This is an optimization exercise on Yosys and OpenROAD, whose aim is small area, not a production implementation. Where RTL was checked, it was by simulation tests only, not by an equivalence proof against the original. Function not checked in runs 3 and 4: the RTL went through the layout flow alone. Power is estimated from default activity; no workload was simulated. The flow treats the clock pin as an ideal source, which a real chip does not have.

==> flow/design.v, too long to show whole: its modules and the start of the top module <==
// module generic_fifo_adv: 64 lines
// module trdb_lzc: 47 lines
// module trdb_apb_if: 24 lines
// module trdb_filter: 46 lines
// module trdb_branch_map: 44 lines
// module trdb_priority: 96 lines
// module trdb_timer: 50 lines
// module trdb_packet_emitter: 155 lines
// module trdb_align8: 153 lines
// module trdb_reg: 191 lines
// module trace_debugger: 444 lines
module trace_debugger
    #(parameter APB_ADDR_WIDTH = 32)
    (input logic                clk_i,
     input logic                rst_ni,
     input logic                test_mode_i,
     input logic                ivalid_i,  
     input logic                iexception_i,
     input logic                interrupt_i,
     input logic [CAUSELEN-1:0] cause_i,
     input logic [XLEN-1:0]     tval_i,
     input logic [PRIVLEN-1:0]  priv_i,
     input logic [XLEN-1:0]     iaddr_i,
     input logic [ILEN-1:0]     instr_i,
     input logic                compressed_i,
     input logic [APB_ADDR_WIDTH-1:0] apb_paddr_i,
     input logic [31:0]         apb_pwdata_i,
     input logic                apb_pwrite_i,
     input logic                apb_psel_i,
     input logic                apb_penable_i,
     output logic [31:0]        apb_prdata_o,
     output logic               apb_pready_o,
     output logic               apb_pslverr_o,
     output logic [XLEN-1:0]    packet_word_o,
     output logic               packet_word_valid_o,
     input logic                grant_i);
  // ...
==> flow/flow/run.sh <==
#!/bin/bash
# Own flow: the standard layout, except that
#  - synthesis maps the combinational logic with an area oriented abc script
#    (flow/area.abc); the flip-flops are mapped as in the standard synthesis;
#  - the ports are buffered with the smallest buffer;
#  - clock tree synthesis clusters more sinks per buffer and adds no dummy
#    loads.
set -euo pipefail
work=$(pwd)
export AREA_ABC_SCRIPT=$work/flow/area.abc
bash standard.sh SYNTH_SCRIPT=$work/flow/synth.tcl synth > synth.log 2>&1
bash standard.sh \
  "BUFFER_PORTS_ARGS=-buffer_cell sky130_fd_sc_hd__buf_1" \
  "CTS_ARGS=-sink_clustering_enable -repair_clock_nets -dont_use_dummy_load -sink_clustering_size 30 -sink_clustering_max_diameter 150" \
  > layout.log 2>&1
==> flow/flow/area.abc <==
&get -n
&st
&deepsyn -T 120
&dch -f
&nf -R 1000
&put
==> flow/flow/synth.tcl <==
# The standard flow's synthesis script (synth_recipe.tcl) with an area oriented abc script:
# the same passes and flip-flop mapping; only the combinational mapping
# differs.
proc synth {args} { yosys synth -nofsm -noshare {*}$args }
proc abc {args} {
  set i [lsearch -exact $args -script]
  if {$i >= 0} { lset args [expr {$i+1}] $::env(AREA_ABC_SCRIPT) }
  yosys abc {*}$args
}
source $::env(SCRIPTS_DIR)/synth.tcl
# left out here: clear keep_hierarchy, flatten, clean up, hide names made inside functions, write 1_2_yosys.v
==> flow/standard.sh <==
#!/bin/bash
# synth_recipe.tcl (not shown) runs the flow's synth.tcl, then flattens the netlist and writes it again
# the make line also repeats each setting of config.mk as NAME=value (left out here)
make -C /OpenROAD-flow-scripts/flow DESIGN_CONFIG=/design/flow/config.mk WORK_HOME=/design/flow/orfs CLKGATE_MAP_FILE= SYNTH_SCRIPT=/design/flow/synth_recipe.tcl "${@:-finish}"
==> flow/config.mk <==
export PLATFORM = sky130hd
export DESIGN_NAME = trace_debugger
export DESIGN_NICKNAME = trace_debugger
export VERILOG_FILES = /design/flow/design.v
export SDC_FILE = /design/flow/constraint.sdc
export NUM_CORES = 4
export LEC_CHECK = 0
export CAP_MARGIN = 20
export CORE_MARGIN = 2
export CORE_UTILIZATION = 40
export SLEW_MARGIN = 20
==> flow/constraint.sdc <==
create_clock -name core_clock -period 11.0 [get_ports {clk_i}]
set_input_delay 2.2000 -clock core_clock [delete_from_list [all_inputs] [get_ports {clk_i}]]
set_output_delay 2.2000 -clock core_clock [all_outputs]
set_load 0.01 [all_outputs]
==> results.yml, run 1 <==
run_status:
  status: "finished clean"
floorplanning:
  rows: 110
  start_util_pct: 40.4
logic_synthesis:
  async_flop_share_pct: 23.9
  synth_xor_area_share_pct: 2.81
  ys_seq_elements: 777
  synth_cell_types: 59
  avgSynthCellArea_um2: 11.9
finish:
  stdcell_count: 4545
  clock_buffers: 30
  inv_count: 174
  n_all_buffers: 275
  reg.largest.list: "i_packet_fifo.regs_q: 304 flops, i_trdb_reg.i_sw_fifo.regs_q: 64 flops, i_trdb_timer.trdb_time_q: 40 flops"
sta:
  totalNegativeSetupSlack_ns: 0
  setup_ws_ns: 0.842
detailed_routing:
  vias_per_cell: 5.82
  first_iter_violations: 2729
  routed_wl_um: 106000
critical_path:
  worstSetupPathType: "reg -> reg"
  reg2reg_depth: 54
  cp.depth: 54
placement:
  dp_hpwl_um: 77500
  dp_slack_ns: 0.190
clock_network:
  clk_path_buf_depth: 3
pwr:
  internal_power_mw: 5.33
  p_leak_nw: 14.4
  pwr-share-clk_pct: 15.7
  seqPwrFrac_pct: 47.9
min_path:
  holdPathStages: 0
==> run 2, diff against run 1 <==
--- a/flow/config.mk
+++ b/flow/config.mk
@@ -7,5 +7,6 @@
 export LEC_CHECK = 0
-export CAP_MARGIN = 20
+export CAP_MARGIN = 10
 export CORE_MARGIN = 2
 export CORE_UTILIZATION = 40
-export SLEW_MARGIN = 20
+export PLACE_DENSITY = 0.75
+export SLEW_MARGIN = 10
==> results.yml, run 2 <==
finish:
  reg.largest.list: "i_packet_fifo.regs_q: 304 flops, i_trdb_reg.i_sw_fifo.regs_q: 64 flops, i_trdb_timer.trdb_time_q: 40 flops"
  final_area_um2: 40900
  syn_to_final_growth_pct: 10.7
  regMostFlops: "i_packet_fifo.regs_q"
  nets: 3757
  layout_common_cells: "591 x edfxtp_1, 301 x nand2_1, 284 x nor2_1"
  drive_gt1_share_pct: 6.13
  final_common_cell: "edfxtp_1"
  largest_reg_flops: 304
  n_antenna_cell: 0
  post-route-util_pct: 44.7
sta:
  period_share_pct: 93.1
  totalNegativeSetupSlack_ns: 0
  skew_ns: 0.0596
  hold_viol_final: 0
  slew_headroom_pct: 21.8
  setup_ws_ns: 0.763
  final_max_slew_viol_count: 0
  tightest_slew_ns: 1.17
  max_clock_freq_mhz: 97.7
  finalSetupViolCount: 0
  fin_crit_ns: 10.24
logic_synthesis:
  synth_flop_cell: "edfxtp_1"
  syn_area_um2: 36900
  synth_top_cell_by_area: "edfxtp_1"
  ys_seq_elements: 777
  synthAdderAreaFrac_pct: 5.74
  synth_area_leaders: "edfxtp_1 48%, dfrtp_1 12%, ha_1 5.5%"
  synth_simple_gate_area_share_pct: 10.7
  ys_warn_count: 10
  synth_cell_types: 63
  synth_top_family_by_area: "compound AO/OA/AOI/OAI gates"
  seq_area_frac_synth_pct: 60.7
  synth_compound_area_share_pct: 17.3
  synth_common_cells: "591 x edfxtp_1, 301 x nand2_1, 287 x nor2_1"
  async_flop_share_pct: 23.9
  synth_cells: 3088
  avgSynthCellArea_um2: 12.0
  synth_xor_area_share_pct: 2.61
  synth.area.mux_share_pct: 0.674
  synth_edf_count: 591
  synth.most_common_cell: "edfxtp_1"
  synth_top_area_share_pct: 48.1
clock_network:
  numCtsBuffers: 30
  clock_latency_ns: 0.67
  h-tree-depth: 1
  clkTransAtPathRegs_ns: 0.12
  clock-sinks: 777
  tritoncts: "done"
  clk_path_buf_depth: 3
  ctsRootBufferMaster: "clkbuf_16"
global_route:
  grt_first_pass_wirelength_um: 155000
  antenna_found_initial: 0
  grt_pass1_vias: 25580
  grt_max_degree: 149
  track_usage_pct: 21.3
  gr-total-overflow: 0
pwr:
  ir_worst_vdd_uv: 182
  power_density_nw_per_um2: 206
  p_leak_nw: 15.0
  finalPower_mw: 8.44
placement:
  dp_slack_ns: 0.248
  port_buffers: 162
  gp_congestion: 0.940
  dpl_cell_area_um2: 40000
  dp_hpwl_um: 75300
critical_path:
  worstSetupPathType: "reg -> reg"
  startpoint_type: "register"
  slowest_stage: "a221oi_1"
  crit_arrival_ns: 10.64
  cp_common_cell: "o21bai_1"
  slowest_delay_ns: 0.48
  end_kind: "register"
  worstPathMaxFanout: 21
  worstPathRequired_ns: 11.40
detailed_routing:
  vias_per_cell: 5.92
  wl_met1_um: 42600
  drtAntennaViolNets: 0
  top_layer_used: "met4"
  num_vias: 27194
  wl_per_cell_um: 22.6
  first_iter_violations: 3351
  met3_length_um: 9050
  drc: 0
  routed_wl_um: 104000
  drt_pass1_iterations: 7
  route.met2.wl_um: 48100
floorplanning:
  rows: 111
  die-height_um: 308
  start_util_pct: 40.3
  io_pins: 246
  die_x_um: 308
  fp.dieArea_um2: 94800
  coreArea_um2: 91500
min_path:
  min_path_type: "reg -> reg"
run_status:
  status: "finished clean"
run:
  cap_violations: 0
## run 2: changes by cell type in the layout (fill, tap and decap cells not counted), moves of 18 or more
cell | previous run | this run
nand2_1 | 253 | 301
a22oi_1 | 37 | 203
o21ai_0 | 259 | 192
a22o_1 | 35 | 53
o22ai_1 | 87 | 19
o221ai_1 | 59 | 17
nor3_1 | 67 | 37
a21oi_1 | 204 | 170
## run 2: path summary, 6_finish.rpt
| kind | cells after the start | slack (ns) | to | from |
|---|---|---|---|---|
| setup / recovery | 56 | 0.76 | i_packet_fifo.regs_q[180] | i_trdb_packet_emitter.last_addr_q[0] |
| hold / removal | 0 | 0.43 | cause1_q[4] | cause0_q[4] |
| setup reg to reg | 56 | 0.76 | i_packet_fifo.regs_q[180] | i_trdb_packet_emitter.last_addr_q[0] |
| hold reg to reg | 0 | 0.43 | cause1_q[4] | cause0_q[4] |
| max in group asynchronous | 2 | 8.03 | i_trdb_reg.higher_addr_set_q | rst_ni |
| min in group asynchronous | 1 | 1.59 | i_trdb_align8.residual_q[27] | rst_ni |
## run 2: metrics by stage
stage / hold slack [ns] / std cells
6_report: 0.433 / 4595
3_5_place_dp: 0.405 / 4564
4_1_cts: 0.436 / 4594
3_3_place_gp: 0.406 / 4564
5_1_grt: 0.447 / 4595
2_1_floorplan: 0.400 / 3113
## run 2: cells by family after synthesis
logic type,count (synthesis)
other cells,2
buf+inv,195
mux,23
simple gates,876
xor+xnor,110
fa+ha+maj,167
compound gates,938
flops,777
## run 2: what timing repair did
item | in CTS | in global routing
hold buffers | 0 | 0
resized for setup | 0 | 25
buffers inserted | 0 | 1
setup endpoints to repair | 0 | 284
## run 2: area by class of cell
cell class | count | area, um^2
repair buffers | 293 | 1660
multi-input cells | 2141 | 13900
flip-flops and latches | 777 | 22400
inverters | 168 | 636
clock buffers | 30 | 751
well taps | 1186 | 1480
fillers | 8305 | 50600
## run 2: routing by layer
metal	vias up	global-route usage, %
li1	12409	-
met1	13303	29.3
met2	1281	34.3
met3	201	3.28
met4	0	7.36
met5	-	0
## run 2: worst max-delay path, delay by kind of cell, from the launching register on
kind / cells / cell delay, ns
adder cells (fa/ha/maj): 3 / 0.93
XOR/XNOR: 1 / 0.22
buffers and inverters: 8 / 1.26
AND/OR/NAND/NOR: 7 / 0.88
flip-flops: 1 / 0.39
AO/OA/AOI/OAI: 37 / 6.30
## run 2: power breakdown
group	switching [mW]	internal, mW
clock network	0.844	0.490
logic	2.02	0.973
registers	0.243	3.86
==> module trdb_packet_emitter, before the edit <==
module trdb_packet_emitter
    (input logic                   clk_i,
     input logic                    clk_en_i,
     input logic                    rst_ni,
     input logic [1:0]              packet_format_i,
     input logic [1:0]              packet_subformat_i,
     input logic [$clog2(XLEN):0]   keep_bits_i,
     input logic                    valid_i,
     input logic                    use_full_addr_i,
     input logic                    interrupt_i,
     input logic [CAUSELEN-1:0]     cause_i,
     input logic [XLEN-1:0]         tval_i,
     input logic [PRIVLEN-1:0]      priv_i,
     input logic [XLEN-1:0]         iaddr_i,
     input logic [CONTEXTLEN-1:0]   context_i,
     input logic                    lc_u_discontinuity_i,
     input logic [30:0]             branch_map_i,
     input logic [4:0]              branch_map_cnt_i,
     input logic                    branch_map_empty_i,
     input logic                    branch_map_full_i,
     input logic                    is_branch_i,
     output logic                   branch_map_flush_o,
     output logic [XLEN-1:0]        diff_addr_o,
     input logic                    sw_valid_i,
     input logic [XLEN-1:0]         sw_word_i,
     output logic                   sw_grant_o,
     input logic                    tu_valid_i,
     input logic [TIMER_WIDTH-1:0]  tu_time_i,
     input logic                    tu_fulltime_i,
     output logic                   tu_grant_o,
     output logic [PACKET_LEN-1:0]  packet_bits_o,  
     output logic [3:0]             packet_pb_o,
     output logic                   packet_valid_o);
    logic [PACKET_LEN-1:0]         packet_bits;
    logic [6:0]                    packet_len;
    logic                          packet_gen_valid;
    logic                          branch_map_flush_q;
    logic [XLEN-1:0]               caddr;
    logic [XLEN-1:0]               diff_addr;
    logic [XLEN-1:0]               last_addr_q;
    logic                          off1, off9, off17, off25, off31;
    logic [5:0]                    branch_off;
    logic                          no_addr;
    logic                          is_branch_pkt;
    typedef enum logic [2:0] {SH2, SH4, SH10, SH18, SH26, SH34, SH40} shift_e;
    shift_e                        shift;
    logic [TIMER_WIDTH-1:0]        value;
    logic [PACKET_LEN-1:0]         placed;
    logic [PACKET_LEN-1:0]         fields;
    assign branch_map_flush_o = branch_map_flush_q;
    always_comb begin: branch_map_offset
        off1  = branch_map_cnt_i == 1;
        off9  = branch_map_cnt_i >= 2  && branch_map_cnt_i <= 9;
        off17 = branch_map_cnt_i >= 10 && branch_map_cnt_i <= 17;
        off25 = branch_map_cnt_i >= 18 && branch_map_cnt_i <= 25;
        off31 = !(off1 || off9 || off17 || off25);
        branch_off = off1 ? 6'd1 : off9 ? 6'd9 : off17 ? 6'd17 :
                     off25 ? 6'd25 : 6'd31;
    end
    assign diff_addr   = last_addr_q - iaddr_i;
    assign diff_addr_o = diff_addr;
    always_comb begin: compress_address
       caddr = (use_full_addr_i || packet_format_i == F_BRANCH_FULL) ?
               iaddr_i : diff_addr;
    end
    assign is_branch_pkt = !packet_format_i[1];
    assign no_addr       = off31 && branch_map_full_i && !lc_u_discontinuity_i;
    always_comb begin: select_value
        value = '0;
        shift = SH2;
        if (valid_i) begin
            if (packet_format_i == F_SYNC) begin
                value = {8'b0, iaddr_i};
                shift = SH10;
            end else if (packet_format_i == F_ADDR_ONLY) begin
                value = {8'b0, caddr};
                shift = SH4;
            end else begin
                value = no_addr ? '0 : {8'b0, caddr};
                shift = off1 ? SH10 : off9 ? SH18 : off17 ? SH26 :
                        off25 ? SH34 : SH40;
            end
        end else if (sw_valid_i) begin
            value = {8'b0, sw_word_i};
        end else if (tu_valid_i) begin
            value = tu_time_i;
        end
    end
    always_comb begin: place_value
        case (shift)
        SH2:     placed = PACKET_LEN'({value, 2'b0});
        SH4:     placed = PACKET_LEN'({value, 4'b0});
        SH10:    placed = PACKET_LEN'({value, 10'b0});
        SH18:    placed = PACKET_LEN'({value, 18'b0});
        SH26:    placed = PACKET_LEN'({value, 26'b0});
        SH34:    placed = PACKET_LEN'({value, 34'b0});
        default: placed = PACKET_LEN'({value, 40'b0});
        endcase
    end
    always_comb begin: fixed_fields
        fields = '0;
        if (valid_i) begin
            fields[1:0] = W_TRACE;
            fields[3:2] = packet_format_i;
            if (is_branch_pkt) begin
                fields[8:4]  = no_addr ? 5'b0 : branch_map_cnt_i;
                fields[39:9] = branch_map_i;
            end else if (packet_format_i == F_SYNC) begin
                fields[5:4] = packet_subformat_i;
                fields[8:6] = priv_i;
                fields[9]   = is_branch_i;
                if (packet_subformat_i == SF_EXCEPTION)
                    fields[47:42] = {interrupt_i, cause_i};
            end
        end else if (sw_valid_i) begin
            fields[1:0] = W_SOFTWARE;
        end else if (tu_valid_i) begin
            fields[1:0] = W_TIME;
        end
    end
    always_comb begin: packet_length
        packet_len = 7'd0;
        if (valid_i) begin
            if (packet_format_i == F_SYNC)
                packet_len = (packet_subformat_i == SF_EXCEPTION) ? 7'd48 : 7'd42;
            else if (packet_format_i == F_ADDR_ONLY)
                packet_len = 7'd4 + 7'(keep_bits_i);
            else if (no_addr)
                packet_len = 7'd40;
            else
                packet_len = 7'd9 + 7'(branch_off) + 7'(keep_bits_i);
        end else if (sw_valid_i) begin
            packet_len = 7'd34;
        end else begin
            packet_len = 7'd42;
        end
    end
    assign packet_bits      = placed | fields;
    assign packet_gen_valid = valid_i || sw_valid_i || tu_valid_i;
    assign sw_grant_o       = !valid_i && sw_valid_i;
    assign tu_grant_o       = !valid_i && !sw_valid_i && tu_valid_i;
    assign packet_bits_o  = packet_bits;
    assign packet_pb_o    = 4'((packet_len + 7'd3) >> 3);
    assign packet_valid_o = packet_gen_valid;
    always_ff @(posedge clk_i, negedge rst_ni) begin
        if(~rst_ni) begin
            branch_map_flush_q <= '0;
            last_addr_q        <= '0;
        end else if(clk_en_i) begin
            branch_map_flush_q <= valid_i;
            if (valid_i && !(is_branch_pkt && no_addr))
                last_addr_q <= iaddr_i;
        end
    end
endmodule  
==> module trace_debugger, before the edit <==
module trace_debugger
    #(parameter APB_ADDR_WIDTH = 32)
    (input logic                clk_i,
     input logic                rst_ni,
     input logic                test_mode_i,
     input logic                ivalid_i,  
     input logic                iexception_i,
     input logic                interrupt_i,
     input logic [CAUSELEN-1:0] cause_i,
     input logic [XLEN-1:0]     tval_i,
     input logic [PRIVLEN-1:0]  priv_i,
     input logic [XLEN-1:0]     iaddr_i,
     input logic [ILEN-1:0]     instr_i,
     input logic                compressed_i,
     input logic [APB_ADDR_WIDTH-1:0] apb_paddr_i,
     input logic [31:0]         apb_pwdata_i,
     input logic                apb_pwrite_i,
     input logic                apb_psel_i,
     input logic                apb_penable_i,
     output logic [31:0]        apb_prdata_o,
     output logic               apb_pready_o,
     output logic               apb_pslverr_o,
     output logic [XLEN-1:0]    packet_word_o,
     output logic               packet_word_valid_o,
     input logic                grant_i);
    logic                       trace_enable;
    logic                       clk_en;
    logic                       trace_activated;
    logic                       debug_mode;
    logic                       trace_valid;
    logic                       flush_stream;
    logic                       flush_confirm;
    logic                       clear_fifo;
    logic                       fifo_overflow;
    logic                       packet_after_exception;
    logic                       trace_full_addr;
    logic                       ivalid_q, ivalid_d;
    logic                       iexception_q, iexception_d;
    logic                       interrupt_q, interrupt_d;
    logic [CAUSELEN-1:0]        cause_q, cause_d;
    logic [PRIVLEN-1:0]         priv_q, priv_d;
    logic [XLEN-1:0]            iaddr_q, iaddr_d;
    logic [ILEN-1:0]            instr_d;
    logic [1:0]                 iclass_q, iclass_d;
    logic                       is_branch;
    logic                       compressed_q, compressed_d;
    logic [XLEN-1:0]            lc_tval;
    logic [CONTEXTLEN-1:0]      tc_context;
    logic [PRIVLEN-1:0]         nc_priv, tc_priv;
    logic                       nc_privchange, tc_privchange;
    logic                       nc_exception, lc_exception;
    logic                       lc_u_discontinuity;
    logic                       tc_first_qualified;
    logic                       tc_is_branch;
    logic                       tc_branch_taken;
    logic                       tc_qualified, lc_qualified, nc_qualified,
                                nc_unqualified;
    logic                       tc_compressed;
    logic [XLEN-1:0]            tc_iaddr, nc_iaddr;
    logic                       lc_exception_sync;
    logic                       lc_interrupt;
    logic [CAUSELEN-1:0]        lc_cause;
    logic                       interrupt0_q, interrupt0_d;
    logic                       interrupt1_q, interrupt1_d;
    logic [CAUSELEN-1:0]        cause0_q, cause0_d;
    logic [CAUSELEN-1:0]        cause1_q, cause1_d;
    logic [PRIVLEN-1:0]         priv0_q, priv0_d;
    logic                       privchange0_q, privchange0_d;
    logic                       exception0_q, exception0_d,
                                exception1_q, exception1_d,
                                exception2_q, exception2_d;
    logic                       u_discontinuity0_q, u_discontinuity0_d,
                                u_discontinuity1_q, u_discontinuity1_d;
    logic                       is_branch0_q, is_branch0_d;
    logic                       compressed0_q, compressed0_d;
    logic [XLEN-1:0]            iaddr0_q, iaddr0_d;
    logic                       qualified0_q, qualified0_d, qualified1_q,
                                qualified1_d;
    logic                       trace_implicit_ret;
    logic                       really_c_jalr;
    logic                       really_c_jr;
    logic                       is_ret;
    logic                       is_c_ret;
    logic                       is_jump;
    logic                       is_priv_ret;
    logic                       branch_map_flush;
    logic                       branch_map_full;
    logic                       branch_map_empty;
    logic [30:0]                branch_map;
    logic [4:0]                 branch_map_cnt;
    logic                       packet_valid;
    logic [1:0]                 packet_format;
    logic [1:0]                 packet_subformat;
    logic [$clog2(XLEN)-1+1:0]  keep_addr_bits;
    logic [XLEN-1:0]            diff_addr;
    logic [PACKET_LEN-1:0]     packet_gen_bits;
    logic [3:0]                packet_gen_pb;
    logic                      packet_gen_valid;
    logic [PACKET_LEN-1:0]     packet_fifo_bits;
    logic [3:0]                packet_fifo_pb;
    logic                      packet_fifo_valid;
    logic                      packet_fifo_not_full;
    logic                      packet_is_read;
    logic [XLEN-1:0]           packet_word;
    logic                      packet_word_valid;
    logic [31:0]               per_rdata;
    logic                      per_ready;
    logic [31:0]               per_wdata;
    logic [APB_ADDR_WIDTH-1:0] per_addr;
    logic                      per_we;
    logic                      per_valid;
    logic [31:0]               sw_word;
    logic                      sw_valid;
    logic                      sw_grant;
    logic                      timer_rst;
    logic [TIMER_WIDTH-1:0]    tu_time;
    logic                      tu_fulltime;
    logic                      tu_grant;
    logic                      tu_valid;
    logic                      tu_req;
    logic                      apply_filters;
    logic                      trace_selected_priv;
    logic [1:0]                trace_which_priv;
    logic                      trace_range_event;
    logic                      trace_stop_event;
    logic [XLEN-1:0]           trace_lower_addr;
    logic [XLEN-1:0]           trace_higher_addr;
    logic                      trace_lower_addr_set;
    logic                      trace_higher_addr_set;
    logic                      filter_qualified_decision;
    logic                      trace_req_deactivate;
    logic                      trace_range_match;
    logic                      trace_priv_match;
    assign timer_rst = '0;
    assign tu_fulltime = '0;
    assign ivalid_d = ivalid_i;
    assign iexception_d = iexception_i;
    assign interrupt_d = interrupt_i;
    assign cause_d  = cause_i;
    assign priv_d = priv_i;
    assign iaddr_d = iaddr_i;
    assign instr_d = instr_i;
    assign compressed_d = compressed_i;
    assign trace_valid = ivalid_q && debug_mode && trace_enable;
    assign debug_mode = priv_q[PRIVLEN-1];
    assign packet_after_exception                      = '1;
    assign lc_tval = '0;
    assign tc_context = '0;
    assign interrupt0_d = interrupt_q;
    assign interrupt1_d = interrupt0_q;
    assign cause0_d = cause_q;
    assign cause1_d = cause0_q;
    assign priv0_d = priv_q;
    assign exception0_d = iexception_q && ivalid_q;
    assign exception1_d = exception0_q;
    assign exception2_d = exception1_q;
    assign compressed0_d = compressed_q;
    assign iaddr0_d = iaddr_q;
    assign u_discontinuity1_d = u_discontinuity0_q;
    assign qualified0_d = trace_enable && filter_qualified_decision;  
    assign qualified1_d = qualified0_q;
    assign nc_priv = priv0_d;
    assign tc_priv = priv0_q;
    assign lc_interrupt = interrupt1_q;
    assign lc_cause = cause1_q;
    assign nc_privchange = privchange0_d;
    assign tc_privchange = privchange0_q;
    assign nc_exception = exception0_d;
    assign lc_exception = exception1_q;
    assign lc_exception_sync = exception2_q;
    assign lc_u_discontinuity = u_discontinuity1_q;
    assign tc_is_branch = is_branch0_q;
    assign nc_qualified = qualified0_d;
    assign tc_qualified = qualified0_q;
    assign lc_qualified = qualified1_q;
    assign tc_compressed = compressed0_q;
    assign nc_iaddr = iaddr0_d;
    assign tc_iaddr = iaddr0_q;
    trdb_filter i_trdb_filter
        (.trace_activated_i(trace_activated),
         .trace_req_deactivate_o(trace_req_deactivate),
         .apply_filters_i(apply_filters),
         .trace_selected_priv_i(trace_selected_priv),
         .which_priv_i(trace_which_priv),
         .priv_i(priv_d[1:0]),
         .trace_range_event_i(trace_range_event),
         .trace_stop_event_i(trace_stop_event),
         .trace_lower_addr_i(trace_lower_addr),
         .trace_higher_addr_i(trace_higher_addr),
         .trace_lower_addr_set_i(trace_lower_addr_set),
         .trace_higher_addr_set_i(trace_higher_addr_set),
         .iaddr_i(iaddr_d),
         .trace_range_match_o(trace_range_match),
         .trace_priv_match_o(trace_priv_match),
         .trace_qualified_o(filter_qualified_decision));
    always_comb begin
        privchange0_d = (tc_priv != nc_priv) && ivalid_q;
    end
    always_comb begin: classify
        is_branch = ((instr_d & MASK_BEQ)      == MATCH_BEQ) ||
                    ((instr_d & MASK_BNE)      == MATCH_BNE) ||
                    ((instr_d & MASK_BLT)      == MATCH_BLT) ||
                    ((instr_d & MASK_BGE)      == MATCH_BGE) ||
                    ((instr_d & MASK_BLTU)     == MATCH_BLTU) ||
                    ((instr_d & MASK_BGEU)     == MATCH_BGEU) ||
                    ((instr_d & MASK_P_BNEIMM) == MATCH_P_BNEIMM) ||
                    ((instr_d & MASK_P_BEQIMM) == MATCH_P_BEQIMM) ||
                    ((instr_d & MASK_C_BEQZ)   == MATCH_C_BEQZ) ||
                    ((instr_d & MASK_C_BNEZ)   == MATCH_C_BNEZ);
        really_c_jalr = ((instr_d & MASK_C_JALR) == MATCH_C_JALR)
                        && ((instr_d & MASK_RD) != 0);
        really_c_jr = ((instr_d & MASK_C_JR) == MATCH_C_JR)
                      && ((instr_d & MASK_RD) != 0);
        is_jump = ((instr_d & MASK_JALR) == MATCH_JALR) ||
                  really_c_jalr || really_c_jr;
        is_priv_ret = ((instr_d & MASK_MRET) == MATCH_MRET) ||
                  ((instr_d & MASK_SRET) == MATCH_SRET) ||
                  ((instr_d & MASK_URET) == MATCH_URET);
        is_ret = ((instr_d & (MASK_JALR | MASK_RD | MASK_RS1 | MASK_IMM)) ==
                 (MATCH_JALR | (X_RA << OP_SH_RS1)));
        is_c_ret = (instr_d & (MASK_C_JR | MASK_RD)) ==
                   (MATCH_C_JR | (X_RA << OP_SH_RD));
        iclass_d[1] = is_jump || is_priv_ret;
        iclass_d[0] = (is_jump || is_priv_ret) ? (is_ret || is_c_ret) : is_branch;
    end
    always_comb begin: is_branch_and_discontinuity
        is_branch0_d = !iclass_q[1] && iclass_q[0];
        u_discontinuity0_d = iclass_q[1] && !(trace_implicit_ret && iclass_q[0]);
    end
    always_comb begin: is_qualified
        tc_first_qualified = !lc_qualified && tc_qualified;
    end
    always_comb begin: becomes_unqualified
        nc_unqualified = !nc_qualified;
    end
    always_comb begin: is_branch_taken
        tc_branch_taken = (tc_iaddr + (tc_compressed ? 32'd2 : 32'd4)) != nc_iaddr;
    end
    trdb_branch_map i_trdb_branch_map
        (.clk_i(clk_i),
         .clk_en_i(clk_en),
         .rst_ni(rst_ni),
         .valid_i(tc_is_branch && trace_valid && tc_qualified),
         .branch_taken_i(tc_branch_taken),
         .flush_i(branch_map_flush),
         .map_o(branch_map),
         .branches_o(branch_map_cnt),
         .is_full_o(branch_map_full),
         .is_empty_o(branch_map_empty));
    trdb_priority i_trdb_priority
        ( 
         .valid_i(trace_valid && tc_qualified),
         .full_addr_i(tc_iaddr),
         .diff_addr_i(diff_addr),
         .lc_exception_i(lc_exception),
         .lc_exception_sync_i(lc_exception_sync && packet_after_exception),
         .tc_first_qualified_i(tc_first_qualified),
         .nc_unqualified_i(nc_unqualified),
         .tc_privchange_i(tc_privchange),
         .lc_u_discontinuity_i(lc_u_discontinuity),
         .nc_exception_i(nc_exception),
         .nc_privchange_i(nc_privchange),
         .branch_map_full_i(branch_map_full),
         .branch_map_empty_i(branch_map_empty),
         .use_full_addr_i(trace_full_addr),
         .keep_bits_o(keep_addr_bits),
         .valid_o(packet_valid),
         .packet_format_o(packet_format),
         .packet_subformat_o(packet_subformat));
    trdb_timer
        #(.TIMER_WIDTH(TIMER_WIDTH))
    i_trdb_timer
        (.clk_i(clk_i),
         .clk_en_i(clk_en),
         .rst_ni(rst_ni),
         .manual_rst_i(timer_rst),
         .tu_req_i(tu_req),
         .tu_valid_o(tu_valid),
         .tu_grant_i(tu_grant),
         .trdb_time_o(tu_time));
    trdb_packet_emitter i_trdb_packet_emitter
        (.clk_i(clk_i),
         .clk_en_i(clk_en),
         .rst_ni(rst_ni),
         .packet_format_i(packet_format),
         .packet_subformat_i(packet_subformat),
         .keep_bits_i(keep_addr_bits),
         .valid_i(packet_valid),
         .use_full_addr_i(trace_full_addr),
         .interrupt_i(lc_interrupt),  
         .cause_i(lc_cause),
         .tval_i(lc_tval),
         .priv_i(tc_priv),
         .iaddr_i(tc_iaddr),
         .context_i(tc_context),
         .lc_u_discontinuity_i(lc_u_discontinuity),
         .branch_map_i(branch_map),
         .branch_map_cnt_i(branch_map_cnt),
         .branch_map_empty_i(branch_map_empty),
         .branch_map_full_i(branch_map_full),
         .is_branch_i(tc_is_branch),
         .branch_map_flush_o(branch_map_flush),
         .diff_addr_o(diff_addr),
         .sw_valid_i(sw_valid),
         .sw_word_i(sw_word),
         .sw_grant_o(sw_grant),
         .tu_valid_i(tu_valid),
         .tu_time_i(tu_time),
         .tu_fulltime_i(tu_fulltime),
         .tu_grant_o(tu_grant),
         .packet_bits_o(packet_gen_bits),
         .packet_pb_o(packet_gen_pb),
         .packet_valid_o(packet_gen_valid));
    assign clear_fifo = 1'b0;
    assign fifo_overflow = ~packet_fifo_not_full;
    generic_fifo_adv
        #(.DATA_WIDTH(PACKET_LEN + 4),
          .DATA_DEPTH(PACKET_BUFFER_STAGES))
    i_packet_fifo
        (.clk(clk_i),
         .rst_n(rst_ni),
         .clear_i(clear_fifo),  
         .data_i({packet_gen_bits, packet_gen_pb}),
         .valid_i(packet_gen_valid),
         .grant_o(packet_fifo_not_full),
         .data_o({packet_fifo_bits, packet_fifo_pb}),
         .valid_o(packet_fifo_valid),
         .grant_i(packet_is_read),
         .test_mode_i('0));  
    trdb_align8 i_trdb_align8
        (.clk_i(clk_i),
         .clk_en_i(clk_en),
         .rst_ni(rst_ni),
         .payload_bits_i(packet_fifo_bits),
         .payload_bytes_i(packet_fifo_pb),
         .valid_i(packet_fifo_valid),
         .grant_o(packet_is_read),
         .flush_stream_i(flush_stream),
         .flush_confirm_o(flush_confirm),
         .data_o(packet_word),
         .grant_i(grant_i),
         .valid_o(packet_word_valid));
    assign packet_word_o = packet_word;
    assign packet_word_valid_o = packet_word_valid;
    always_ff @(posedge clk_i, negedge rst_ni) begin
        if(~rst_ni) begin
            ivalid_q           <= '0;
            priv0_q            <= 3'h7;  
            exception0_q       <= '0;
            exception1_q       <= '0;
            u_discontinuity0_q <= '0;
            qualified0_q       <= '0;
        end else if(clk_en) begin
            ivalid_q     <= ivalid_d;
            if(ivalid_q) begin
                priv0_q            <= priv0_d;
                exception0_q       <= exception0_d;
                exception1_q       <= exception1_d;
                u_discontinuity0_q <= u_discontinuity0_d;
                qualified0_q       <= qualified0_d;
            end
        end
    end
    always_ff @(posedge clk_i) begin
        if(clk_en) begin
            iexception_q <= iexception_d;
            interrupt_q  <= interrupt_d;
            cause_q      <= cause_d;
            priv_q       <= priv_d;
            iaddr_q      <= iaddr_d;
            iclass_q     <= iclass_d;
            compressed_q <= compressed_d;
            if(ivalid_q) begin
                interrupt0_q       <= interrupt0_d;
                interrupt1_q       <= interrupt1_d;
                cause0_q           <= cause0_d;
                cause1_q           <= cause1_d;
                privchange0_q      <= privchange0_d;
                exception2_q       <= exception2_d;
                u_discontinuity1_q <= u_discontinuity1_d;
                is_branch0_q       <= is_branch0_d;
                compressed0_q      <= compressed0_d;
                iaddr0_q           <= iaddr0_d;
                qualified1_q       <= qualified1_d;
            end
        end
    end
    trdb_apb_if
        #(.APB_ADDR_WIDTH(APB_ADDR_WIDTH))
    i_trdb_apb_if
        (.paddr(apb_paddr_i),
         .pwdata(apb_pwdata_i),
         .pwrite(apb_pwrite_i),
         .psel(apb_psel_i),
         .penable(apb_penable_i),
         .prdata(apb_prdata_o),
         .pready(apb_pready_o),
         .pslverr(apb_pslverr_o),
         .per_rdata_i(per_rdata),
         .per_ready_i(per_ready),
         .per_wdata_o(per_wdata),
         .per_addr_o(per_addr),
         .per_we_o(per_we),
         .per_valid_o(per_valid));
    trdb_reg
        #(.APB_ADDR_WIDTH(APB_ADDR_WIDTH))
    i_trdb_reg
        (.clk_i(clk_i),
         .rst_ni(rst_ni),
         .test_mode_i(test_mode_i),
         .clk_en_o(clk_en),
         .per_rdata_o(per_rdata),
         .per_ready_o(per_ready),
         .per_wdata_i(per_wdata),
         .per_addr_i(per_addr),
         .per_we_i(per_we),
         .per_valid_i(per_valid),
         .flush_stream_o(flush_stream),
         .flush_confirm_i(flush_confirm),
         .clear_fifo_o(),  
         .trace_enable_o(trace_enable),
         .trace_activated_o(trace_activated),
         .trace_full_addr_o(trace_full_addr),
         .trace_req_deactivate_i(trace_req_deactivate),
         .trace_implicit_ret_o(trace_implicit_ret),
         .apply_filters_o(apply_filters),
         .trace_selected_priv_o(trace_selected_priv),
         .trace_which_priv_o(trace_which_priv),
         .trace_range_event_o(trace_range_event),
         .trace_stop_event_o(trace_stop_event),
         .trace_lower_addr_o(trace_lower_addr),
         .trace_higher_addr_o(trace_higher_addr),
         .trace_lower_addr_set_o(trace_lower_addr_set),
         .trace_higher_addr_set_o(trace_higher_addr_set),
         .trace_qualified_i(qualified0_d),
         .trace_priv_match_i(trace_priv_match),
         .trace_range_match_i(trace_range_match),
         .trace_fifo_overflow_i(fifo_overflow),
         .external_fifo_overflow_i(~grant_i),  
         .sw_word_o(sw_word),
         .sw_valid_o(sw_valid),
         .sw_grant_i(sw_grant),
         .tu_req_o(tu_req));
endmodule  
==> run 3, diff against run 2 <==
--- a/flow/design.v
+++ b/flow/design.v
@@ -1251,2 +1251,4 @@
      output logic [XLEN-1:0]        diff_addr_o,
+     input logic                    shift_i,
+     input logic [XLEN-1:0]         step_i,
      input logic                    sw_valid_i,
@@ -1267,3 +1269,4 @@
     logic [XLEN-1:0]               diff_addr;
-    logic [XLEN-1:0]               last_addr_q;
+    logic [XLEN-1:0]               diff_q, diff_base;
+    logic                          addr_emitted;
     logic                          off1, off9, off17, off25, off31;
@@ -1278,2 +1281,4 @@
     assign branch_map_flush_o = branch_map_flush_q;
+    assign addr_emitted = valid_i && !(is_branch_pkt && no_addr);
+    assign diff_base    = addr_emitted ? '0 : diff_q;
     always_comb begin: branch_map_offset
@@ -1287,3 +1292,3 @@
     end
-    assign diff_addr   = last_addr_q - iaddr_i;
+    assign diff_addr   = diff_q;
     assign diff_addr_o = diff_addr;
@@ -1375,7 +1380,6 @@
             branch_map_flush_q <= '0;
-            last_addr_q        <= '0;
+            diff_q             <= '0;
         end else if(clk_en_i) begin
             branch_map_flush_q <= valid_i;
-            if (valid_i && !(is_branch_pkt && no_addr))
-                last_addr_q <= iaddr_i;
+            diff_q <= diff_base + (shift_i ? step_i : '0);
         end
@@ -1825,2 +1829,3 @@
     logic [XLEN-1:0]            diff_addr;
+    logic [XLEN-1:0]            iaddr_step;
     logic [PACKET_LEN-1:0]     packet_gen_bits;
@@ -1966,3 +1971,4 @@
     always_comb begin: is_branch_taken
-        tc_branch_taken = (tc_iaddr + (tc_compressed ? 32'd2 : 32'd4)) != nc_iaddr;
+        iaddr_step      = tc_iaddr - nc_iaddr;
+        tc_branch_taken = iaddr_step != (tc_compressed ? 32'hffff_fffe : 32'hffff_fffc);
     end
@@ -2033,2 +2039,4 @@
          .diff_addr_o(diff_addr),
+         .shift_i(ivalid_q),
+         .step_i(iaddr_step),
          .sw_valid_i(sw_valid),
@@ -2082,2 +2090,3 @@
             qualified0_q       <= '0;
+            iaddr0_q           <= '0;
         end else if(clk_en) begin
@@ -2090,2 +2099,3 @@
                 qualified0_q       <= qualified0_d;
+                iaddr0_q           <= iaddr0_d;
             end
@@ -2112,3 +2122,2 @@
                 compressed0_q      <= compressed0_d;
-                iaddr0_q           <= iaddr0_d;
                 qualified1_q       <= qualified1_d;
--- a/flow/flow/run.sh
+++ b/flow/flow/run.sh
@@ -13,3 +13,3 @@
   "BUFFER_PORTS_ARGS=-buffer_cell sky130_fd_sc_hd__buf_1" \
-  "CTS_ARGS=-sink_clustering_enable -repair_clock_nets -dont_use_dummy_load -sink_clustering_size 30 -sink_clustering_max_diameter 150" \
+  "CTS_ARGS=-sink_clustering_enable -repair_clock_nets -dont_use_dummy_load -sink_clustering_size 24 -sink_clustering_max_diameter 100" \
   > layout.log 2>&1
--- a/flow/config.mk
+++ b/flow/config.mk
@@ -7,6 +7,5 @@
 export LEC_CHECK = 0
-export CAP_MARGIN = 10
+export CAP_MARGIN = 20
 export CORE_MARGIN = 2
 export CORE_UTILIZATION = 40
-export PLACE_DENSITY = 0.75
-export SLEW_MARGIN = 10
+export SLEW_MARGIN = 20
==> results.yml, run 3 <==
placement:
  gp_congestion: 0.929
  dp_hpwl_um: 77700
  port_buffers: 162
  dp_slack_ns: -1.32
  placedCellCount: 4773
  dpl_cell_area_um2: 40500
critical_path:
  cp_common_cell: "nand2b_1"
  slowest_stage: "or4_4"
  slowest_delay_ns: 0.50
  crit_arrival_ns: 11.51
  worstPathRequired_ns: 11.45
  r2r-start: "i_trdb_reg.higher_addr_q[1]"
  worstPathMaxFanout: 6
  end_kind: "register"
  critPathLaunch: "iaddr_i[1]"
  worstSetupPathType: "in -> reg"
  startpoint_type: "input port"
logic_synthesis:
  async_flop_share_pct: 28.1
  synth_xor_area_share_pct: 2.00
  synth_edf_count: 559
  synth_compound_area_share_pct: 16.8
  synth_top_area_share_pct: 45.1
  ys_warn_count: 10
  synth_area_leaders: "edfxtp_1 45%, dfrtp_1 14%, ha_1 5.5%"
  synth_cells: 3232
  synth_common_cells: "559 x edfxtp_1, 351 x nor2_1, 282 x a21oi_1"
  seq_area_frac_synth_pct: 59.8
  synth_flop_cell: "edfxtp_1"
  synth_simple_gate_area_share_pct: 12.4
  synth_top_family_by_area: "compound AO/OA/AOI/OAI gates"
  synthAdderAreaFrac_pct: 5.76
  synth.area.mux_share_pct: 0.891
  avgSynthCellArea_um2: 11.5
  syn_area_um2: 37200
  ys_seq_elements: 777
  synth_top_cell_by_area: "edfxtp_1"
  synth.most_common_cell: "edfxtp_1"
  synth_cell_types: 65
clock_network:
  clock-sinks: 777
  h-tree-depth: 2
  ctsRootBufferMaster: "clkbuf_16"
  clk_path_buf_depth: 3
  clock_latency_ns: 0.61
  tritoncts: "done"
  clkTransAtPathRegs_ns: 0.10
  numCtsBuffers: 40
sta:
  max_clock_freq_mhz: 90.4
  period_share_pct: 101
  setup_ws_ns: -0.0601
  skew_ns: 0.0593
  tightest_slew_ns: 1.11
  fin_crit_ns: 11.06
  rsz0062_at_grt: "yes"
  finalSetupViolCount: 1
  final_max_slew_viol_count: 0
  totalNegativeSetupSlack_ns: -0.0601
  slew_headroom_pct: 25.9
  timing.hold.ws_ns: 0.425
  hold_viol_final: 0
floorplanning:
  rows: 111
  start_util_pct: 40.5
  die_x_um: 309
  coreArea_um2: 91900
  io_pins: 246
  fp.dieArea_um2: 95500
  die-height_um: 309
finish:
  largest_reg_flops: 304
  syn_to_final_growth_pct: 13.2
  regMostFlops: "i_packet_fifo.regs_q"
  final_common_cell: "edfxtp_1"
  reg.largest.list: "i_packet_fifo.regs_q: 304 flops, i_trdb_reg.i_sw_fifo.regs_q: 64 flops, i_trdb_timer.trdb_time_q: 40 flops"
  final_area_um2: 42200
  nets: 3970
  post-route-util_pct: 45.8
  drive_gt1_share_pct: 8.92
  stdcell_count: 4866
  layout_common_cells: "559 x edfxtp_1, 338 x nor2_1, 261 x a21oi_1"
global_route:
  grt_max_degree: 85
  antenna_found_initial: 1
  grt_pass1_vias: 26011
  track_usage_pct: 22.5
  grt_first_pass_wirelength_um: 163000
  gr-total-overflow: 0
pwr:
  finalPower_mw: 10.7
  p_leak_nw: 15.5
  power_density_nw_per_um2: 254
  ir_worst_vdd_uv: 240
detailed_routing:
  first_iter_violations: 2825
  drt_pass1_iterations: 8
  wl_per_cell_um: 22.4
  num_vias: 27540
  routed_wl_um: 109000
  drtAntennaViolNets: 0
  drc: 0
  vias_per_cell: 5.66
run:
  cap_violations: 0
run_status:
  status: "failed layout checks"
  violations: "negative setup slack"
min_path:
  min_path_type: "reg -> reg"
  min_from: "cause_q[3]"
-- run 3: cell types whose count changed in the layout (fill, tap and decap cells not counted), moves of 52 or more --
cell,previous run,this run
nor2_1,284,338
buf_4,126,178
nand2_1,301,214
a22oi_1,203,73
a21oi_1,170,261
o22ai_1,19,87
-- run 3: report_power, final --
| part | switching [mW] | leakage (nW) | internal [mW] |
|---|---|---|---|
| clock | 0.899 | 0.493 | 0.652 |
| combinational | 3.02 | 7.17 | 1.82 |
| sequential | 0.411 | 7.85 | 3.89 |
-- run 3: area by class of cell --
class / instances / area [um^2]
Sequential cell: 777 / 22200
Clock buffer: 40 / 1000
Multi-Input combinational cell: 2269 / 14500
Antenna cell: 3 / 7.51
Timing Repair Buffer: 350 / 2110
Tap cell: 1243 / 1560
Fill cell: 8585 / 49800
Inverter: 184 / 697
-- run 3: kinds of logic after synthesis --
group,count (synthesis)
buffers and inverters,211
flip-flops,777
multiplexers,31
other,2
AND/OR/NAND/NOR,976
XOR/XNOR,85
adder cells (fa/ha/maj),169
AO/OA/AOI/OAI,981
-- run 3: worst paths after layout --
path | cells past startpoint | endpoint | slack, ns
min in group asynchronous | 1 | iaddr0_q[25] | 1.72
worst max register to register | 78 | i_trdb_packet_emitter.diff_q[30] | 1.16
worst min-delay path | 0 | cause0_q[3] | 0.42
worst min register to register | 0 | cause0_q[3] | 0.42
worst max-delay path | 78 | i_trdb_packet_emitter.diff_q[30] | -0.06
max in group asynchronous | 2 | i_packet_fifo.full_q | 7.83
-- run 3: layer usage --
metal / track usage, % / up-vias / wire [um]
li1: - / 12939 / -
met1: 31.3 / 13528 / 47000
met2: 37.0 / 916 / 51500
met3: 2.62 / 155 / 6820
met4: 6.80 / 2 / 3470
met5: 0.708 / - / 95
-- run 3: critical path, delay by kind of cell --
kind	cells	cell delay (ns)
XOR/XNOR	1	0.15
adder cells (fa/ha/maj)	2	0.41
AND/OR/NAND/NOR	40	4.64
buffers and inverters	3	0.32
AO/OA/AOI/OAI	32	3.80
-- run 3: what timing repair did --
action                                  4_1_cts  5_1_grt
endpoints found under the setup margin        6       10
hold endpoints to repair                      0        0
hold buffers                                  0        0
cloned                                        0        1
setup buffers                                50       17
gates resized for setup                      44       35
pin swaps                                    39       50
==> run 4, diff against run 3 <==
--- a/flow/design.v
+++ b/flow/design.v
@@ -1269,3 +1269,3 @@
     logic [XLEN-1:0]               diff_addr;
-    logic [XLEN-1:0]               diff_q, diff_base;
+    logic [XLEN-1:0]               diff_q;
     logic                          addr_emitted;
@@ -1282,3 +1282,2 @@
     assign addr_emitted = valid_i && !(is_branch_pkt && no_addr);
-    assign diff_base    = addr_emitted ? '0 : diff_q;
     always_comb begin: branch_map_offset
@@ -1383,3 +1382,6 @@
             branch_map_flush_q <= valid_i;
-            diff_q <= diff_base + (shift_i ? step_i : '0);
+            if (addr_emitted)
+                diff_q <= shift_i ? step_i : '0;
+            else if (shift_i)
+                diff_q <= diff_q + step_i;
         end
==> results.yml, run 4 <==
pwr:
  finalPower_mw: 11.0
  p_leak_nw: 15.1
  power_density_nw_per_um2: 268
  ir_worst_vdd_uv: 286
floorplanning:
  die_x_um: 310
  start_util_pct: 40.2
  fp.dieArea_um2: 95900
  coreArea_um2: 92900
  rows: 112
  die-height_um: 310
  io_pins: 246
detailed_routing:
  num_vias: 27519
  vias_per_cell: 5.78
  drtAntennaViolNets: 0
  first_iter_violations: 2674
  drc: 0
  wl_per_cell_um: 23.1
  routed_wl_um: 110000
  drt_pass1_iterations: 8
clock_network:
  clkTransAtPathRegs_ns: 0.09
  cts_resized: 0
  clk_path_buf_depth: 3
  post_cts_buffers: 0
  clock-sinks: 777
  clock_latency_ns: 0.62
  hold_buffers: 0
  tritoncts: "done"
  h-tree-depth: 2
  numCtsBuffers: 40
  ctsRootBufferMaster: "clkbuf_16"
critical_path:
  crit_arrival_ns: 9.40
  ff2ff_setup_slack_ns: 1.87
  worstSetupPathType: "reg -> reg"
  slowest_delay_ns: 0.82
  cp_common_cell: "a21oi_1"
  worstPathMaxFanout: 4
  slowest_stage: "nor3b_1"
  end_kind: "register"
  startpoint_type: "register"
  worstPathRequired_ns: 11.27
logic_synthesis:
  synth_flop_cell: "edfxtp_1"
  syn_area_um2: 37400
  synth.most_common_cell: "edfxtp_1"
  seq_area_frac_synth_pct: 59.5
  synth_top_area_share_pct: 44.9
  synthAdderAreaFrac_pct: 5.74
  ys_seq_elements: 777
  synth_simple_gate_area_share_pct: 11.3
  synth.area.mux_share_pct: 0.529
  synth_common_cells: "559 x edfxtp_1, 299 x nand2_1, 298 x nor2_1"
  avgSynthCellArea_um2: 11.6
  synth_cells: 3233
  ys_warn_count: 10
  synth_top_family_by_area: "compound AO/OA/AOI/OAI gates"
  synth_cell_types: 61
  synth_compound_area_share_pct: 18.3
  async_flop_share_pct: 28.1
  synth_edf_count: 559
  synth_xor_area_share_pct: 2.13
  synth_top_cell_by_area: "edfxtp_1"
  synth_area_leaders: "edfxtp_1 45%, dfrtp_1 14%, ha_1 5.5%"
sta:
  slew_headroom_pct: 23.3
  timing.hold.ws_ns: 0.426
  totalNegativeSetupSlack_ns: 0
  max_clock_freq_mhz: 110
  final_max_slew_viol_count: 0
  finalSetupViolCount: 0
  tightest_slew_ns: 1.15
  period_share_pct: 83.0
  fin_crit_ns: 9.13
  skew_ns: 0.0995
  hold_viol_final: 0
  rsz0062_at_grt: "no"
  setup_ws_ns: 1.87
finish:
  reg.largest.list: "i_packet_fifo.regs_q: 304 flops, i_trdb_reg.i_sw_fifo.regs_q: 64 flops, i_trdb_timer.trdb_time_q: 40 flops"
  nets: 3856
  largest_reg_flops: 304
  stdcell_count: 4761
  syn_to_final_growth_pct: 9.94
  regMostFlops: "i_packet_fifo.regs_q"
  final_common_cell: "edfxtp_1"
  drive_gt1_share_pct: 3.85
  final_area_um2: 41100
  post-route-util_pct: 44.2
  layout_common_cells: "559 x edfxtp_1, 299 x nand2_1, 292 x nor2_1"
global_route:
  grt_max_degree: 75
  antenna_found_initial: 1
  gr-total-overflow: 0
  grt_pass1_vias: 26152
  grt_first_pass_wirelength_um: 165000
  track_usage_pct: 22.7
placement:
  dp_slack_ns: 1.37
  placedCellCount: 4720
  port_buffers: 162
  gp_congestion: 0.950
  dpl_cell_area_um2: 40100
  dp_hpwl_um: 79300
run_status:
  status: "finished clean"
run:
  cap_violations: 0
min_path:
  min_path_type: "reg -> reg"
==> run 4: layer usage <==
layer | vias up | share of wire [%] | routed length [um] | track usage (%)
li1 | 12789 | - | - | -
met5 | - | 0 | 0 | 0
met2 | 987 | 47 | 51700 | 37.3
met1 | 13565 | 43 | 47400 | 31.2
met3 | 178 | 6.3 | 6990 | 2.93
met4 | 0 | 3.6 | 3980 | 7.73
==> run 4: logic make-up (layout without fill, tap and decap cells) <==
logic type,count (synthesis),after routing
AO/OA/AOI/OAI,1027,1027
XOR/XNOR,91,91
adder cells (fa/ha/maj),169,169
buffers and inverters,227,475
flip-flops,777,777
multiplexers,18,18
other,2,28
AND/OR/NAND/NOR,922,922
==> run 4: path summary, 6_finish.rpt <==
kind	startpoint	end	depth (start not counted)
worst max-delay path	iaddr_q[0]	i_packet_fifo.regs_q[15]	38
worst min-delay path	interrupt_q	interrupt0_q	0
min in group asynchronous	rst_ni	i_trdb_align8.residual_q[29]	1
max in group asynchronous	rst_ni	i_trdb_reg.filter_q[2]	3
worst max register to register	iaddr_q[0]	i_packet_fifo.regs_q[15]	38
worst min register to register	interrupt_q	interrupt0_q	0
==> run 4: power breakdown <==
| group | internal, mW | total, mW | switching [mW] |
|---|---|---|---|
| Clock | 0.651 | 1.56 | 0.905 |
| Combinational | 1.81 | 5.04 | 3.23 |
| Sequential | 3.97 | 4.42 | 0.452 |
| Total | 6.43 | 11.0 | 4.59 |
==> run 4: final cells by class <==
type	count	area, um^2
Antenna cell	1	2.50
Clock buffer	40	1000
Fill cell	8687	51800
Inverter	200	757
Multi-Input combinational cell	2254	14300
Sequential cell	777	22200
Tap cell	1254	1570
Timing Repair Buffer	235	1180
==> run 4: critical path, delay by kind of cell, from the launching register on <==
family / cells / cell delay, ns
AO/OA/AOI/OAI: 30 / 5.50
AND/OR/NAND/NOR: 4 / 1.72
adder cells (fa/ha/maj): 2 / 0.67
flip-flops: 1 / 0.59
XOR/XNOR: 1 / 0.22
buffers and inverters: 1 / 0.10

## port drivers added, routing unchanged
How much do the figures lean on ideal ports? The routed layouts below were timed once more, with nothing changed but the port constraints. Step 1 (the two cells are an assumption about what drives the block):
set clk [get_ports {clk_i}]
set_driving_cell -lib_cell sky130_fd_sc_hd__clkbuf_16 $clk
set_driving_cell -lib_cell sky130_fd_sc_hd__buf_2 [delete_from_list [all_inputs] $clk]
Step 2 times the ports against the registers' clock, not the clock port: input delays grow and output delays shrink by t, the midpoint of the rising clock arrivals with the driver on. Slacks: ideal ports / drivers / drivers and shift; pairs: ideal ports / drivers.
| run | t, ns | setup WS [ns] | clock arrival spread, ns | worst register clock-pin slew, ns |
|---|---|---|---|---|
| run 1 | 0.697 | 0.842 / 0.842 / 0.842 | 0.077 / 0.078 | 0.12 / 0.12 |
| run 2 | 0.703 | 0.763 / 0.763 / 0.763 | 0.062 / 0.062 | 0.12 / 0.12 |
| run 3 | 0.655 | -0.060 / -0.030 / -0.685 | 0.061 / 0.061 | 0.10 / 0.10 |
| run 4 | 0.641 | 1.872 / 1.872 / 1.469 | 0.104 / 0.104 | 0.10 / 0.10 |
For run 3, which loses most, drivers alone change the setup slack by +0.030 ns; drivers and shift together by -0.625 ns.
